Background: an optimization exercise with open tools, aiming at small area, a short achievable clock period and few clock cycles. Do not read the settings as production practice. Function was checked by simulation only, so behaviour that the tests miss may differ from the original.

$ cat run.sh
#!/bin/bash
# synth_recipe.tcl (not shown) runs the flow's synth.tcl, then flattens the netlist and writes it again
# the make line also repeats each setting of config.mk as NAME=value (left out here)
make -C /OpenROAD-flow-scripts/flow DESIGN_CONFIG=/design/flow/config.mk WORK_HOME=/design/flow/orfs CLKGATE_MAP_FILE= SYNTH_SCRIPT=/design/flow/synth_recipe.tcl finish
$ cat constraint.sdc
create_clock -name core_clock -period 11.0 [get_ports {clk}]
set_input_delay 2.2000 -clock core_clock [delete_from_list [all_inputs] [get_ports {clk}]]
set_output_delay 2.2000 -clock core_clock [all_outputs]
set_load 0.01 [all_outputs]
$ cat design.v
module DSPBlock_17x24_F400_uid9 (clk, X, Y, R);
   input clk;
   input [16:0] X;
   input [23:0] Y;
   output [40:0] R;
   assign R = X * Y;
endmodule
module DSPBlock_7x24_F400_uid11 (clk, X, Y, R);
   input clk;
   input [6:0] X;
   input [23:0] Y;
   output [30:0] R;
   assign R = X * Y;
endmodule
module IntAdder_32_F400_uid14 (clk, X, Y, Cin, R);
   input clk;
   input [31:0] X;
   input [31:0] Y;
   input Cin;
   output [31:0] R;
   assign R = X + Y + {31'd0, Cin};
endmodule
module IntMultiplier_F400_uid5 (clk, X, Y, R);
   input clk;
   input [23:0] X;
   input [23:0] Y;
   output [47:0] R;
   wire [40:0] tile_0_output;
   wire [30:0] tile_1_output;
   wire [31:0] bitheapFinalAdd_bh7_In0;
   wire [31:0] bitheapFinalAdd_bh7_In1;
   wire [31:0] bitheapFinalAdd_bh7_Out;
   DSPBlock_17x24_F400_uid9 tile_0_mult (
      .clk(clk), .X(X[16:0]), .Y(Y[23:0]), .R(tile_0_output));
   DSPBlock_7x24_F400_uid11 tile_1_mult (
      .clk(clk), .X(X[23:17]), .Y(Y[23:0]), .R(tile_1_output));
   assign bitheapFinalAdd_bh7_In0 = {1'b0, tile_1_output[30:24], tile_0_output[40:17]};
   assign bitheapFinalAdd_bh7_In1 = {8'd0, tile_1_output[23:0]};
   IntAdder_32_F400_uid14 bitheapFinalAdd_bh7 (
      .clk(clk), .Cin(1'b0), .X(bitheapFinalAdd_bh7_In0), .Y(bitheapFinalAdd_bh7_In1),
      .R(bitheapFinalAdd_bh7_Out));
   assign R = {bitheapFinalAdd_bh7_Out[30:0], tile_0_output[16:0]};
endmodule
module IntAdder_33_F400_uid17 (clk, X, Y, Cin, R);
   input clk;
   input [32:0] X;
   input [32:0] Y;
   input Cin;
   output [32:0] R;
   wire Cin_1;
   reg Cin_1_d1;
   wire [33:0] X_1;
   reg [33:0] X_1_d1;
   wire [33:0] S_1;
   always @(posedge clk) begin
      Cin_1_d1 <= Cin_1;
      X_1_d1 <= X_1;
   end
   assign Cin_1 = Cin;
   assign X_1 = {1'b0, X};
   assign S_1 = X_1_d1 + {1'b0, Y} + {33'd0, Cin_1_d1};
   assign R = S_1[32:0];
endmodule
module FPMult_8_23_8_23_8_23_uid2_F400_uid3 (clk, X, Y, R);
   input clk;
   input [33:0] X;
   input [33:0] Y;
   output [33:0] R;
   wire sign;
   reg sign_d1;
   wire [7:0] expX;
   wire [7:0] expY;
   wire [9:0] expSumPreSub;
   wire [9:0] bias;
   wire [9:0] expSum;
   wire [23:0] sigX;
   wire [23:0] sigY;
   wire [47:0] sigProd;
   wire [3:0] excSel;
   reg [1:0] exc;
   reg [1:0] exc_d1;
   wire norm;
   wire [9:0] expPostNorm;
   wire [47:0] sigProdExt;
   wire [32:0] expSig;
   wire sticky;
   wire guard;
   wire round;
   wire [32:0] expSigPostRound;
   reg [1:0] excPostNorm;
   reg [1:0] finalExc;
   always @(posedge clk) begin
      sign_d1 <= sign;
      exc_d1 <= exc;
   end
   assign sign = X[31] ^ Y[31];
   assign expX = X[30:23];
   assign expY = Y[30:23];
   assign expSumPreSub = {2'b00, expX} + {2'b00, expY};
   assign bias = 10'd127;
   assign expSum = expSumPreSub - bias;
   assign sigX = {1'b1, X[22:0]};
   assign sigY = {1'b1, Y[22:0]};
   IntMultiplier_F400_uid5 SignificandMultiplication (
      .clk(clk), .X(sigX), .Y(sigY), .R(sigProd));
   assign excSel = {X[33:32], Y[33:32]};
   always @(*) begin
      case (excSel)
         4'b0000, 4'b0001, 4'b0100: exc = 2'b00;
         4'b0101: exc = 2'b01;
         4'b0110, 4'b1001, 4'b1010: exc = 2'b10;
         default: exc = 2'b11;
      endcase
   end
   assign norm = sigProd[47];
   assign expPostNorm = expSum + {9'd0, norm};
   assign sigProdExt = (norm == 1'b1) ? {sigProd[46:0], 1'b0} : {sigProd[45:0], 2'b00};
   assign expSig = {expPostNorm, sigProdExt[47:25]};
   assign sticky = sigProdExt[24];
   assign guard = (sigProdExt[23:0] == 24'd0) ? 1'b0 : 1'b1;
   assign round = sticky & ((guard & ~sigProdExt[25]) | sigProdExt[25]);
   IntAdder_33_F400_uid17 RoundingAdder (
      .clk(clk), .Cin(round), .X(expSig), .Y(33'd0), .R(expSigPostRound));
   always @(*) begin
      case (expSigPostRound[32:31])
         2'b00: excPostNorm = 2'b01;
         2'b01: excPostNorm = 2'b10;
         2'b11, 2'b10: excPostNorm = 2'b00;
         default: excPostNorm = 2'b11;
      endcase
   end
   always @(*) begin
      case (exc_d1)
         2'b11, 2'b10, 2'b00: finalExc = exc_d1;
         default: finalExc = excPostNorm;
      endcase
   end
   assign R = {finalExc, sign_d1, expSigPostRound[30:0]};
endmodule
module RightShifterSticky24_by_max_26_F400_uid4 (clk, X, S, R, Sticky);
   input clk;
   input [23:0] X;
   input [4:0] S;
   output [25:0] R;
   output Sticky;
   wire [4:0] ps;
   reg [4:0] ps_d1, ps_d2;
   wire [25:0] Xpadded;
   wire [25:0] level5;
   reg [25:0] level5_d1;
   wire stk4;
   reg stk4_d1;
   wire [25:0] level4;
   reg [25:0] level4_d1;
   wire stk3;
   wire [25:0] level3;
   reg [25:0] level3_d1;
   wire stk2;
   reg stk2_d1;
   wire [25:0] level2;
   reg [25:0] level2_d1, level2_d2;
   wire stk1;
   wire [25:0] level1;
   reg [25:0] level1_d1, level1_d2;
   wire stk0;
   wire [25:0] level0;
   always @(posedge clk) begin
      ps_d1 <= ps;
      ps_d2 <= ps_d1;
      level5_d1 <= level5;
      stk4_d1 <= stk4;
      level4_d1 <= level4;
      level3_d1 <= level3;
      stk2_d1 <= stk2;
      level2_d1 <= level2;
      level2_d2 <= level2_d1;
      level1_d1 <= level1;
      level1_d2 <= level1_d1;
   end
   assign ps = S;
   assign Xpadded = {X, 2'b00};
   assign level5 = Xpadded;
   assign stk4 = ((level5_d1[15:0] != 16'd0) && ps[4]) ? 1'b1 : 1'b0;
   assign level4 = (ps[4] == 1'b0) ? level5_d1 : {16'd0, level5_d1[25:16]};
   assign stk3 = (((level4_d1[7:0] != 8'd0) && ps_d1[3]) || stk4_d1) ? 1'b1 : 1'b0;
   assign level3 = (ps[3] == 1'b0) ? level4 : {8'd0, level4[25:8]};
   assign stk2 = (((level3_d1[3:0] != 4'd0) && ps_d1[2]) || stk3) ? 1'b1 : 1'b0;
   assign level2 = (ps[2] == 1'b0) ? level3 : {4'd0, level3[25:4]};
   assign stk1 = (((level2_d2[1:0] != 2'd0) && ps_d2[1]) || stk2_d1) ? 1'b1 : 1'b0;
   assign level1 = (ps[1] == 1'b0) ? level2 : {2'd0, level2[25:2]};
   assign stk0 = (((level1_d2[0:0] != 1'b0) && ps_d2[0]) || stk1) ? 1'b1 : 1'b0;
   assign level0 = (ps[0] == 1'b0) ? level1 : {1'b0, level1[25:1]};
   assign R = level0;
   assign Sticky = stk0;
endmodule
module IntAdder_27_F400_uid6 (clk, X, Y, Cin, R);
   input clk;
   input [26:0] X;
   input [26:0] Y;
   input Cin;
   output [26:0] R;
   wire Cin_1;
   reg Cin_1_d1;
   wire [27:0] X_1;
   reg [27:0] X_1_d1, X_1_d2, X_1_d3, X_1_d4;
   wire [27:0] Y_1;
   reg [27:0] Y_1_d1, Y_1_d2, Y_1_d3;
   wire [27:0] S_1;
   always @(posedge clk) begin
      Cin_1_d1 <= Cin_1;
      X_1_d1 <= X_1;
      X_1_d2 <= X_1_d1;
      X_1_d3 <= X_1_d2;
      X_1_d4 <= X_1_d3;
      Y_1_d1 <= Y_1;
      Y_1_d2 <= Y_1_d1;
      Y_1_d3 <= Y_1_d2;
   end
   assign Cin_1 = Cin;
   assign X_1 = {1'b0, X};
   assign Y_1 = {1'b0, Y};
   assign S_1 = X_1_d4 + Y_1_d3 + {27'd0, Cin_1_d1};
   assign R = S_1[26:0];
endmodule
module Normalizer_Z_28_28_28_F400_uid8 (clk, X, Count, R);
   input clk;
   input [27:0] X;
   output [4:0] Count;
   output [27:0] R;
   wire [27:0] level5;
   wire count4;
   reg count4_d1, count4_d2;
   wire [27:0] level4;
   reg [27:0] level4_d1;
   wire count3;
   reg count3_d1;
   wire [27:0] level3;
   wire count2;
   reg count2_d1;
   wire [27:0] level2;
   reg [27:0] level2_d1;
   wire count1;
   wire [27:0] level1;
   wire count0;
   wire [27:0] level0;
   always @(posedge clk) begin
      count4_d1 <= count4;
      count4_d2 <= count4_d1;
      level4_d1 <= level4;
      count3_d1 <= count3;
      count2_d1 <= count2;
      level2_d1 <= level2;
   end
   assign level5 = X;
   assign count4 = (level5[27:12] == 16'd0) ? 1'b1 : 1'b0;
   assign level4 = (count4 == 1'b0) ? level5 : {level5[11:0], 16'd0};
   assign count3 = (level4_d1[27:20] == 8'd0) ? 1'b1 : 1'b0;
   assign level3 = (count3 == 1'b0) ? level4_d1 : {level4_d1[19:0], 8'd0};
   assign count2 = (level3[27:24] == 4'd0) ? 1'b1 : 1'b0;
   assign level2 = (count2 == 1'b0) ? level3 : {level3[23:0], 4'd0};
   assign count1 = (level2_d1[27:26] == 2'd0) ? 1'b1 : 1'b0;
   assign level1 = (count1 == 1'b0) ? level2_d1 : {level2_d1[25:0], 2'd0};
   assign count0 = (level1[27] == 1'b0) ? 1'b1 : 1'b0;
   assign level0 = (count0 == 1'b0) ? level1 : {level1[26:0], 1'b0};
   assign R = level0;
   assign Count = {count4_d2, count3_d1, count2_d1, count1, count0};
endmodule
module IntAdder_34_F400_uid11 (clk, X, Y, Cin, R);
   input clk;
   input [33:0] X;
   input [33:0] Y;
   input Cin;
   output [33:0] R;
   assign R = X + Y + {33'd0, Cin};
endmodule
module FPAdd_8_23_F400_uid2 (clk, X, Y, R);
   input clk;
   input [33:0] X;
   input [33:0] Y;
   output [33:0] R;
   wire [32:0] excExpFracX;
   wire [32:0] excExpFracY;
   wire swap;
   wire [7:0] eXmeY;
   wire [7:0] eYmeX;
   wire [7:0] expDiff;
   reg [7:0] expDiff_d1;
   wire [33:0] newX;
   wire [33:0] newY;
   wire [7:0] expX;
   reg [7:0] expX_d1;
   wire [1:0] excX;
   wire [1:0] excY;
   wire signX;
   wire signY;
   wire EffSub;
   reg EffSub_d1, EffSub_d2, EffSub_d3, EffSub_d4, EffSub_d5, EffSub_d6, EffSub_d7, EffSub_d8;
   wire [5:0] sXsYExnXY;
   reg [5:0] sXsYExnXY_d1;
   wire [3:0] sdExnXY;
   wire [23:0] fracY;
   reg [1:0] excRt;
   reg [1:0] excRt_d1, excRt_d2, excRt_d3, excRt_d4, excRt_d5, excRt_d6, excRt_d7;
   wire signR;
   reg signR_d1, signR_d2, signR_d3, signR_d4, signR_d5, signR_d6;
   wire shiftedOut;
   wire [4:0] shiftVal;
   wire [25:0] shiftedFracY;
   wire sticky;
   reg sticky_d1;
   wire [26:0] fracYpad;
   wire [26:0] EffSubVector;
   reg [26:0] EffSubVector_d1;
   wire [26:0] fracYpadXorOp;
   wire [26:0] fracXpad;
   wire cInSigAdd;
   wire [26:0] fracAddResult;
   wire [27:0] fracSticky;
   wire [4:0] nZerosNew;
   reg [4:0] nZerosNew_d1;
   wire [27:0] shiftedFrac;
   reg [27:0] shiftedFrac_d1;
   wire [8:0] extendedExpInc;
   reg [8:0] extendedExpInc_d1, extendedExpInc_d2, extendedExpInc_d3, extendedExpInc_d4, extendedExpInc_d5, extendedExpInc_d6;
   wire [9:0] updatedExp;
   wire eqdiffsign;
   reg eqdiffsign_d1, eqdiffsign_d2;
   wire [33:0] expFrac;
   wire stk;
   reg stk_d1;
   wire rnd;
   reg rnd_d1;
   wire lsb;
   reg lsb_d1;
   wire needToRound;
   wire [33:0] RoundedExpFrac;
   wire [1:0] upExc;
   wire [22:0] fracR;
   reg [22:0] fracR_d1;
   wire [7:0] expR;
   reg [7:0] expR_d1;
   wire [3:0] exExpExc;
   reg [3:0] exExpExc_d1;
   reg [1:0] excRt2;
   wire [1:0] excR;
   wire signR2;
   reg signR2_d1, signR2_d2;
   wire [33:0] computedR;
   always @(posedge clk) begin
      expDiff_d1 <= expDiff;
      expX_d1 <= expX;
      EffSub_d1 <= EffSub;
      EffSub_d2 <= EffSub_d1;
      EffSub_d3 <= EffSub_d2;
      EffSub_d4 <= EffSub_d3;
      EffSub_d5 <= EffSub_d4;
      EffSub_d6 <= EffSub_d5;
      EffSub_d7 <= EffSub_d6;
      EffSub_d8 <= EffSub_d7;
      sXsYExnXY_d1 <= sXsYExnXY;
      excRt_d1 <= excRt;
      excRt_d2 <= excRt_d1;
      excRt_d3 <= excRt_d2;
      excRt_d4 <= excRt_d3;
      excRt_d5 <= excRt_d4;
      excRt_d6 <= excRt_d5;
      excRt_d7 <= excRt_d6;
      signR_d1 <= signR;
      signR_d2 <= signR_d1;
      signR_d3 <= signR_d2;
      signR_d4 <= signR_d3;
      signR_d5 <= signR_d4;
      signR_d6 <= signR_d5;
      sticky_d1 <= sticky;
      EffSubVector_d1 <= EffSubVector;
      nZerosNew_d1 <= nZerosNew;
      shiftedFrac_d1 <= shiftedFrac;
      extendedExpInc_d1 <= extendedExpInc;
      extendedExpInc_d2 <= extendedExpInc_d1;
      extendedExpInc_d3 <= extendedExpInc_d2;
      extendedExpInc_d4 <= extendedExpInc_d3;
      extendedExpInc_d5 <= extendedExpInc_d4;
      extendedExpInc_d6 <= extendedExpInc_d5;
      eqdiffsign_d1 <= eqdiffsign;
      eqdiffsign_d2 <= eqdiffsign_d1;
      stk_d1 <= stk;
      rnd_d1 <= rnd;
      lsb_d1 <= lsb;
      fracR_d1 <= fracR;
      expR_d1 <= expR;
      exExpExc_d1 <= exExpExc;
      signR2_d1 <= signR2;
      signR2_d2 <= signR2_d1;
   end
   assign excExpFracX = {X[33:32], X[30:0]};
   assign excExpFracY = {Y[33:32], Y[30:0]};
   assign swap = (excExpFracX < excExpFracY) ? 1'b1 : 1'b0;
   assign eXmeY = X[30:23] - Y[30:23];
   assign eYmeX = Y[30:23] - X[30:23];
   assign expDiff = (swap == 1'b0) ? eXmeY : eYmeX;
   assign newX = (swap == 1'b0) ? X : Y;
   assign newY = (swap == 1'b0) ? Y : X;
   assign expX = newX[30:23];
   assign excX = newX[33:32];
   assign excY = newY[33:32];
   assign signX = newX[31];
   assign signY = newY[31];
   assign EffSub = signX ^ signY;
   assign sXsYExnXY = {signX, signY, excX, excY};
   assign sdExnXY = {excX, excY};
   assign fracY = (excY == 2'b00) ? 24'd0 : {1'b1, newY[22:0]};
   always @(*) begin
      case (sXsYExnXY_d1)
         6'b000000, 6'b010000, 6'b100000, 6'b110000:
            excRt = 2'b00;
         6'b000101, 6'b010101, 6'b100101, 6'b110101,
         6'b000100, 6'b010100, 6'b100100, 6'b110100,
         6'b000001, 6'b010001, 6'b100001, 6'b110001:
            excRt = 2'b01;
         6'b111010, 6'b001010, 6'b001000, 6'b011000, 6'b101000, 6'b111000,
         6'b000010, 6'b010010, 6'b100010, 6'b110010, 6'b001001, 6'b011001,
         6'b101001, 6'b111001, 6'b000110, 6'b010110, 6'b100110, 6'b110110:
            excRt = 2'b10;
         default:
            excRt = 2'b11;
      endcase
   end
   assign signR = ((sXsYExnXY == 6'b100000) || (sXsYExnXY == 6'b010000)) ? 1'b0 : signX;
   assign shiftedOut = (expDiff_d1 > 8'd25) ? 1'b1 : 1'b0;
   assign shiftVal = (shiftedOut == 1'b0) ? expDiff_d1[4:0] : 5'd26;
   RightShifterSticky24_by_max_26_F400_uid4 RightShifterComponent (
      .clk(clk), .S(shiftVal), .X(fracY), .R(shiftedFracY), .Sticky(sticky));
   assign fracYpad = {1'b0, shiftedFracY};
   assign EffSubVector = {27{EffSub}};
   assign fracYpadXorOp = fracYpad ^ EffSubVector_d1;
   assign fracXpad = {2'b01, newX[22:0], 2'b00};
   assign cInSigAdd = EffSub_d3 & ~sticky;
   IntAdder_27_F400_uid6 fracAdder (
      .clk(clk), .Cin(cInSigAdd), .X(fracXpad), .Y(fracYpadXorOp), .R(fracAddResult));
   assign fracSticky = {fracAddResult, sticky_d1};
   Normalizer_Z_28_28_28_F400_uid8 LZCAndShifter (
      .clk(clk), .X(fracSticky), .Count(nZerosNew), .R(shiftedFrac));
   assign extendedExpInc = {1'b0, expX_d1} + 9'd1;
   assign updatedExp = {1'b0, extendedExpInc_d6} - {5'b00000, nZerosNew_d1};
   assign eqdiffsign = (nZerosNew == 5'b11111) ? 1'b1 : 1'b0;
   assign expFrac = {updatedExp, shiftedFrac_d1[26:3]};
   assign stk = shiftedFrac[2] | shiftedFrac[1] | shiftedFrac[0];
   assign rnd = shiftedFrac[3];
   assign lsb = shiftedFrac[4];
   assign needToRound = ((rnd_d1 && stk_d1) || (rnd_d1 && !stk_d1 && lsb_d1)) ? 1'b1 : 1'b0;
   IntAdder_34_F400_uid11 roundingAdder (
      .clk(clk), .Cin(needToRound), .X(expFrac), .Y(34'd0), .R(RoundedExpFrac));
   assign upExc = RoundedExpFrac[33:32];
   assign fracR = RoundedExpFrac[23:1];
   assign expR = RoundedExpFrac[31:24];
   assign exExpExc = {upExc, excRt_d6};
   always @(*) begin
      case (exExpExc_d1)
         4'b0000, 4'b0100, 4'b1000, 4'b1100, 4'b1001, 4'b1101:
            excRt2 = 2'b00;
         4'b0001:
            excRt2 = 2'b01;
         4'b0010, 4'b0110, 4'b1010, 4'b1110, 4'b0101:
            excRt2 = 2'b10;
         default:
            excRt2 = 2'b11;
      endcase
   end
   assign excR = (eqdiffsign_d2 && EffSub_d8 && !(excRt_d7 == 2'b11)) ? 2'b00 : excRt2;
   assign signR2 = (eqdiffsign && EffSub_d6) ? 1'b0 : signR_d6;
   assign computedR = {excR, signR2_d2, expR_d1, fracR_d1};
   assign R = computedR;
endmodule
module IntComparator_31_111_F400_uid4 (clk, X, Y, XltY, XeqY, XgtY);
   input clk;
   input [30:0] X;
   input [30:0] Y;
   output XltY;
   output XeqY;
   output XgtY;
   wire XltYi, XeqYi, XgtYi;
   assign XltYi = (X < Y) ? 1'b1 : 1'b0;
   assign XeqYi = (X == Y) ? 1'b1 : 1'b0;
   assign XgtYi = ~(XeqYi | XltYi);
   assign XltY = XltYi;
   assign XeqY = XeqYi;
   assign XgtY = XgtYi;
endmodule
module FPComparator_8_23_F400_uid2 (clk, X, Y, unordered, XltY, XeqY, XgtY, XleY, XgeY);
   input clk;
   input [33:0] X;
   input [33:0] Y;
   output unordered;
   output XltY;
   output XeqY;
   output XgtY;
   output XleY;
   output XgeY;
   wire [1:0] excX, excY;
   wire signX, signY;
   wire [30:0] ExpFracX, ExpFracY;
   wire isZeroX, isZeroY, isNormalX, isNormalY, isInfX, isInfY, isNaNX, isNaNY;
   wire negativeX, positiveX, negativeY, positiveY;
   wire ExpFracXeqExpFracY, ExpFracXltExpFracY, ExpFracXgtExpFracY;
   wire sameSign, XeqYNum, XltYNum, XgtYNum, unorderedR;
   assign excX = X[33:32];
   assign excY = Y[33:32];
   assign signX = X[31];
   assign signY = Y[31];
   assign ExpFracX = X[30:0];
   assign ExpFracY = Y[30:0];
   assign isZeroX = (excX == 2'b00);
   assign isZeroY = (excY == 2'b00);
   assign isNormalX = (excX == 2'b01);
   assign isNormalY = (excY == 2'b01);
   assign isInfX = (excX == 2'b10);
   assign isInfY = (excY == 2'b10);
   assign isNaNX = (excX == 2'b11);
   assign isNaNY = (excY == 2'b11);
   assign negativeX = signX;
   assign positiveX = ~signX;
   assign negativeY = signY;
   assign positiveY = ~signY;
   IntComparator_31_111_F400_uid4 ExpFracCmp (
      .clk(clk), .X(ExpFracX), .Y(ExpFracY),
      .XeqY(ExpFracXeqExpFracY), .XgtY(ExpFracXgtExpFracY), .XltY(ExpFracXltExpFracY));
   assign sameSign = ~(signX ^ signY);
   assign XeqYNum = (isZeroX & isZeroY)
                  | (isInfX & isInfY & sameSign)
                  | (isNormalX & isNormalY & sameSign & ExpFracXeqExpFracY);
   assign XltYNum = ((~(isInfX & positiveX)) & (isInfY & positiveY))
                  | ((negativeX | isZeroX) & (isNormalY & positiveY))
                  | ((negativeX & ~isZeroX) & isZeroY)
                  | (isNormalX & isNormalY & positiveX & positiveY & ExpFracXltExpFracY)
                  | (isNormalX & isNormalY & negativeX & negativeY & ExpFracXgtExpFracY)
                  | ((isInfX & negativeX) & (~(isInfY & negativeY)));
   assign XgtYNum = ((~(isInfY & positiveY)) & (isInfX & positiveX))
                  | ((negativeY | isZeroY) & (isNormalX & positiveX))
                  | ((negativeY & ~isZeroY) & isZeroX)
                  | (isNormalX & isNormalY & positiveY & positiveX & ExpFracXgtExpFracY)
                  | (isNormalX & isNormalY & negativeY & negativeX & ExpFracXltExpFracY)
                  | ((isInfY & negativeY) & (~(isInfX & negativeX)));
   assign unorderedR = isNaNX | isNaNY;
   assign XltY = XltYNum & ~unorderedR;
   assign XeqY = XeqYNum & ~unorderedR;
   assign XgtY = XgtYNum & ~unorderedR;
   assign XleY = (XeqYNum | XltYNum) & ~unorderedR;
   assign XgeY = (XeqYNum | XgtYNum) & ~unorderedR;
   assign unordered = unorderedR;
endmodule
module conv_pool (clk, rst, in_valid, in_ready, in_w, in_x0, in_x1, in_x2, in_x3,
                  in_bias, in_last, out_valid, out_z);
   input clk;
   input rst;
   input in_valid;
   output in_ready;
   input [33:0] in_w;
   input [33:0] in_x0;
   input [33:0] in_x1;
   input [33:0] in_x2;
   input [33:0] in_x3;
   input [33:0] in_bias;
   input in_last;
   output reg out_valid;
   output [33:0] out_z;
   reg [33:0] W, X0, X1, X2, X3, BIAS;
   reg last;
   reg busy;
   reg bias_slot;
   reg [3:0] count_temp;
   wire [33:0] R0, R1, R2, R3;
   reg [33:0] R1_0, R1_1, R1_2, R1_3;
   reg [33:0] Acc0, Acc1, Acc2, Acc3;
   wire [33:0] TempOut0, TempOut1, TempOut2, TempOut3;
   reg pool_start, pool_p1, pool_p2;
   assign in_ready = ~busy;
   FPMult_8_23_8_23_8_23_uid2_F400_uid3 Mult0 (clk, W, X0, R0);
   FPMult_8_23_8_23_8_23_uid2_F400_uid3 Mult1 (clk, W, X1, R1);
   FPMult_8_23_8_23_8_23_uid2_F400_uid3 Mult2 (clk, W, X2, R2);
   FPMult_8_23_8_23_8_23_uid2_F400_uid3 Mult3 (clk, W, X3, R3);
   FPAdd_8_23_F400_uid2 Adder0 (clk, R1_0, Acc0, TempOut0);
   FPAdd_8_23_F400_uid2 Adder1 (clk, R1_1, Acc1, TempOut1);
   FPAdd_8_23_F400_uid2 Adder2 (clk, R1_2, Acc2, TempOut2);
   FPAdd_8_23_F400_uid2 Adder3 (clk, R1_3, Acc3, TempOut3);
   always @(posedge clk) begin
      R1_0 <= bias_slot ? BIAS : R0;
      R1_1 <= bias_slot ? BIAS : R1;
      R1_2 <= bias_slot ? BIAS : R2;
      R1_3 <= bias_slot ? BIAS : R3;
      if (in_valid && !busy) begin
         W <= in_w;
         X0 <= in_x0;
         X1 <= in_x1;
         X2 <= in_x2;
         X3 <= in_x3;
         BIAS <= in_bias;
         last <= in_last;
      end
   end
   wire capture = busy && (count_temp == 4'd12);
   always @(posedge clk) begin
      if (rst) begin
         busy <= 1'b0;
         bias_slot <= 1'b0;
         count_temp <= 4'd0;
         Acc0 <= 34'd0;
         Acc1 <= 34'd0;
         Acc2 <= 34'd0;
         Acc3 <= 34'd0;
         pool_start <= 1'b0;
      end else begin
         pool_start <= 1'b0;
         if (!busy) begin
            if (in_valid) begin
               busy <= 1'b1;
               count_temp <= 4'd1;
            end
         end else if (capture) begin
            if (bias_slot) begin
               busy <= 1'b0;
               bias_slot <= 1'b0;
               count_temp <= 4'd0;
               pool_start <= 1'b1;
               Acc0 <= 34'd0;
               Acc1 <= 34'd0;
               Acc2 <= 34'd0;
               Acc3 <= 34'd0;
            end else begin
               Acc0 <= TempOut0;
               Acc1 <= TempOut1;
               Acc2 <= TempOut2;
               Acc3 <= TempOut3;
               if (last) begin
                  bias_slot <= 1'b1;
                  count_temp <= 4'd1;
               end else begin
                  busy <= 1'b0;
                  count_temp <= 4'd0;
               end
            end
         end else begin
            count_temp <= count_temp + 4'd1;
         end
      end
   end
   reg [33:0] Relu0, Relu1, Relu2, Relu3;
   always @(posedge clk) begin
      if (capture && bias_slot) begin
         Relu0 <= TempOut0[31] ? 34'd0 : TempOut0;
         Relu1 <= TempOut1[31] ? 34'd0 : TempOut1;
         Relu2 <= TempOut2[31] ? 34'd0 : TempOut2;
         Relu3 <= TempOut3[31] ? 34'd0 : TempOut3;
      end
   end
   reg [33:0] AB, CD, Data;
   wire unorderedAB, AltB, AeqB, AgtB, AleB, AgeB;
   wire unorderedCD, CltD, CeqD, CgtD, CleD, CgeD;
   wire unorderedABCD, ABltCD, ABeqCD, ABgtCD, ABleCD, ABgeCD;
   FPComparator_8_23_F400_uid2 CompInstanceAB (clk, Relu0, Relu1, unorderedAB, AltB, AeqB, AgtB, AleB, AgeB);
   FPComparator_8_23_F400_uid2 CompInstanceCD (clk, Relu2, Relu3, unorderedCD, CltD, CeqD, CgtD, CleD, CgeD);
   FPComparator_8_23_F400_uid2 CompInstanceABCD (clk, AB, CD, unorderedABCD, ABltCD, ABeqCD, ABgtCD, ABleCD, ABgeCD);
   always @(posedge clk) begin
      if (pool_start) begin
         if (AltB && CltD) begin AB <= Relu1; CD <= Relu3; end
         else if (AgeB && CltD) begin AB <= Relu0; CD <= Relu3; end
         else if (AltB && CgeD) begin AB <= Relu1; CD <= Relu2; end
         else if (AgeB && CgeD) begin AB <= Relu0; CD <= Relu2; end
      end
      if (pool_p1) begin
         if (ABgeCD) Data <= AB;
         else if (ABltCD) Data <= CD;
         else Data <= 34'd0;
      end
   end
   always @(posedge clk) begin
      if (rst) begin
         pool_p1 <= 1'b0;
         out_valid <= 1'b0;
      end else begin
         pool_p1 <= pool_start;
         out_valid <= pool_p1;
      end
   end
   assign out_z = Data;
endmodule
$ cat config.mk
export PLATFORM = sky130hd
export DESIGN_NAME = conv_pool
export DESIGN_NICKNAME = conv_pool
export VERILOG_FILES = /design/flow/design.v
export SDC_FILE = /design/flow/constraint.sdc
export NUM_CORES = 4
export LEC_CHECK = 0
export CAP_MARGIN = 20
export CORE_MARGIN = 2
export CORE_UTILIZATION = 40
export SLEW_MARGIN = 20
==> impl_metrics.json <==
{
  "htree_levels": 5,
  "num_vias": 124000,
  "synth_seq_area_share_pct": 32.7,
  "hpwl_um": 381000,
  "antenna_found_initial": 23,
  "worstMarginPinSlew_ns": 1.25,
  "route.met3.wl_um": 23800,
  "cts-buffers-inserted": 289,
  "core-area_mm2": 0.441,
  "drt_iter0_drc": 8343,
  "clockRootBuffer": "clkbuf_16",
  "synth_top_flop_cell": "dfxtp_1",
  "wl_met1_um": 220000,
  "drc": 0,
  "ys_types": 107,
  "grt_pass1_wl_um": 746000,
  "outcome": "no timing/DRC/antenna violations",
  "viasPerCell": 5.02,
  "pre_cts_slack_ns": -0.308,
  "drv_slew": 0,
  "gp_congestion": 0.896,
  "start_util_pct": 40.1,
  "insertion_delay_ns": 0.96,
  "end_kind": "flip-flop",
  "crit_path_top_delay_cell": "edfxtp_1",
  "final_layout_size_suffix_gt1_share_pct": 5.84,
  "synth_edf_count": 436,
  "highest_layer": "met5",
  "setup_viol": 0,
  "nFillCells": 42200,
  "yosysWarnings": 7,
  "setup_ws_ns": 0.576,
  "most-common-layout-cells": "inv_1, dfxtp_1, nand2_1",
  "hold_buffers": 0,
  "wirelength_um": 487000,
  "synthTopCellsByArea": "dfxtp_1, fa_1, ha_1",
  "grt_max_degree": 160,
  "fmaxAchievable_mhz": 95.9,
  "worst-path-buf-inv": 9,
  "io_pins": 244,
  "syn-num-nets": 21700,
  "grt_pass1_vias": 126000,
  "cp-start-kind": "flip-flop",
  "wl_met2_um": 225000,
  "clkTransAtPathRegs_ns": 0.06,
  "io_buffers": 242,
  "synth.largest_area_cell": "dfxtp_1",
  "crit_family": "adder cells",
  "die_w_um": 669,
  "critPathMaxStageDelay_ns": 0.55,
  "yosys.area.top_type_share_pct": 25.3,
  "holdCritPathClass": "reg -> reg",
  "die_area_mm2": 0.448,
  "max-cap-violations": 0,
  "finish.utilization_pct": 44.6,
  "routedWlPerCell_um": 19.7,
  "arrival_ns": 11.18,
  "final_nets": 21700,
  "die_h_um": 669,
  "placed_area_mm2": 0.187,
  "cp.required_ns": 11.76,
  "clock_sinks": 2677,
  "crit_path_frequent_cell": "fa_1",
  "finalInstanceArea_mm2": 0.197,
  "rows": 244,
  "fin_crit_sh_pct": 94.8,
  "setup-tns-final_ns": 0,
  "hold_viol_final": 0,
  "criticalPathCategory": "reg -> reg",
  "relSlewSlack_pct": 16.1,
  "cts_max_path_buffers": 4,
  "async_flop_share_pct": 0,
  "fin_worst_skew_ns": 0.0963,
  "overflow": 0,
  "ys_ff_latch": 2677,
  "ant_nets": 0,
  "path_max_fanout": 11,
  "grtUsageTotal_pct": 21.5,
  "area_delta_synth_final_pct": 11.2,
  "cts_tree": "done",
  "period_needed_ns": 10.42,
  "netlist_instances": 18500,
  "synth_area_per_cell_um2": 9.57,
  "netlist_area_mm2": 0.177,
  "dr.pass1.iters": 6,
  "final_common_cell": "inv_1"
}
per-layer routing:
layer	global-route usage [%]	vias to the layer above
li1	-	59700
met1	29.2	60800
met2	35.5	3006
met3	2.45	664
met4	7.14	4
met5	0	-
per-stage QoR:
stage | instances | hold slack [ns]
after floorplan | 18500 | 0.310
after global placement | 24200 | 0.310
after detailed placement | 24200 | 0.312
after CTS | 24700 | 0.266
after global routing | 24700 | 0.281
final | 24700 | 0.284
worst reg2reg max path, delay by kind of cell (launching register included):
family,cells,cell delay [ns]
AO/OA/AOI/OAI,13,2.52
XOR/XNOR,3,0.53
buffers and inverters,9,1.00
AND/OR/NAND/NOR,7,1.56
adder cells (fa/ha/maj),10,4.06
flip-flops,1,0.55
cells in the mapped netlist (105+ instances only):
master,n
and3_1,116
xnor2_1,536
and2_1,951
clkbuf_1,646
nand2b_1,127
a21o_1,294
nand4_1,107
xor2_1,345
o21ai_0,597
o21a_1,108
a31oi_1,105
inv_1,2650
ha_1,1179
mux2_2,141
a21oi_1,867
nand2_1,2223
nor3_1,132
nor3b_1,156
nor2b_1,254
nand3_1,272
nor2_1,818
mux2i_1,425
fa_1,1772
edfxtp_1,436
dfxtp_1,2241
worst paths after layout:
| check | start | end | slack (ns) | cells past startpoint |
|---|---|---|---|---|
| worst max-delay path | W[6] | Mult3.RoundingAdder.X_1_d1[31] | 0.58 | 42 |
| worst min-delay path | Adder3.fracAdder.Y_1_d1[20] | Adder3.fracAdder.Y_1_d2[20] | 0.28 | 0 |
| worst max register to register | W[6] | Mult3.RoundingAdder.X_1_d1[31] | 0.58 | 42 |
| worst min register to register | Adder3.fracAdder.Y_1_d1[20] | Adder3.fracAdder.Y_1_d2[20] | 0.28 | 0 |
what timing repair did:
| item | 4_1_cts | 5_1_grt |
|---|---|---|
| endpoints found under the setup margin | 6 | 26 |
| gates resized for setup | 2 | 42 |
| setup buffers | 2 | 14 |
| cloned | 0 | 3 |
| pin swaps | 0 | 1 |
| endpoints found under the hold margin | 0 | 0 |
sequential cells by signal, indices dropped and copies added (netlist names), 34 cells and up:
| signal | flops |
|---|---|
| R1_3 | 34 |
| R1_1 | 34 |
| X1 | 34 |
| Acc1 | 34 |
| X2 | 34 |
| R1_0 | 34 |
| X3 | 34 |
| W | 34 |
| Acc2 | 34 |
| R1_2 | 34 |
| Acc3 | 34 |
| Acc0 | 34 |
| BIAS | 34 |
| X0 | 34 |
layout make-up:
type / count / area (um2) / share of cell area [%]
multi-input combinational: 12400 / 107000 / 54.1
sequential: 2677 / 58000 / 29.4
inverter: 2666 / 10000 / 5.09
clock buffer: 392 / 8150 / 4.14
tap: 5904 / 7390 / 3.75
timing repair buffer: 563 / 5220 / 2.65
clock inverter: 132 / 1540 / 0.781
antenna: 13 / 32.5 / 0.0165
cell families (layout without fill, tap and decap cells):
family,Yosys count,after routing,share of synthesized area (%)
simple gates,5388,5388,14.7
buf+inv,3426,3753,7.29
fa+ha+maj,2951,2951,28.4
flops,2677,2677,32.7
compound gates,2591,2591,9.06
xor+xnor,885,886,4.41
mux,576,576,3.42
other cells,1,14,0.00212
Testbench counts, summed over its fixed seeds: cycles 57,467.

separate check: timing with driven ports:
No port has a modelled driver above. Below, the same layout with a new extraction and two added sets of constraints.
Step 1 sets driving cells, clkbuf_16 on the clock port and buf_2 on the other inputs (assumed; they add their load-dependent delay and slew).
Step 2 times the ports against the registers' clock, not the clock port: input delays grow and output delays shrink by t, the midpoint of the rising clock arrivals with the driver on.
Three values: ideal ports, drivers, drivers and shift; two values: the first two.
t (ns): 1.026
slack for setup (ns): 0.576 / 0.576 / 0.576
worst setup path at the end: register to register
After both steps this run still meets setup and hold. For this run, drivers alone change the setup slack by 0.000 ns; drivers and shift together by 0.000 ns.
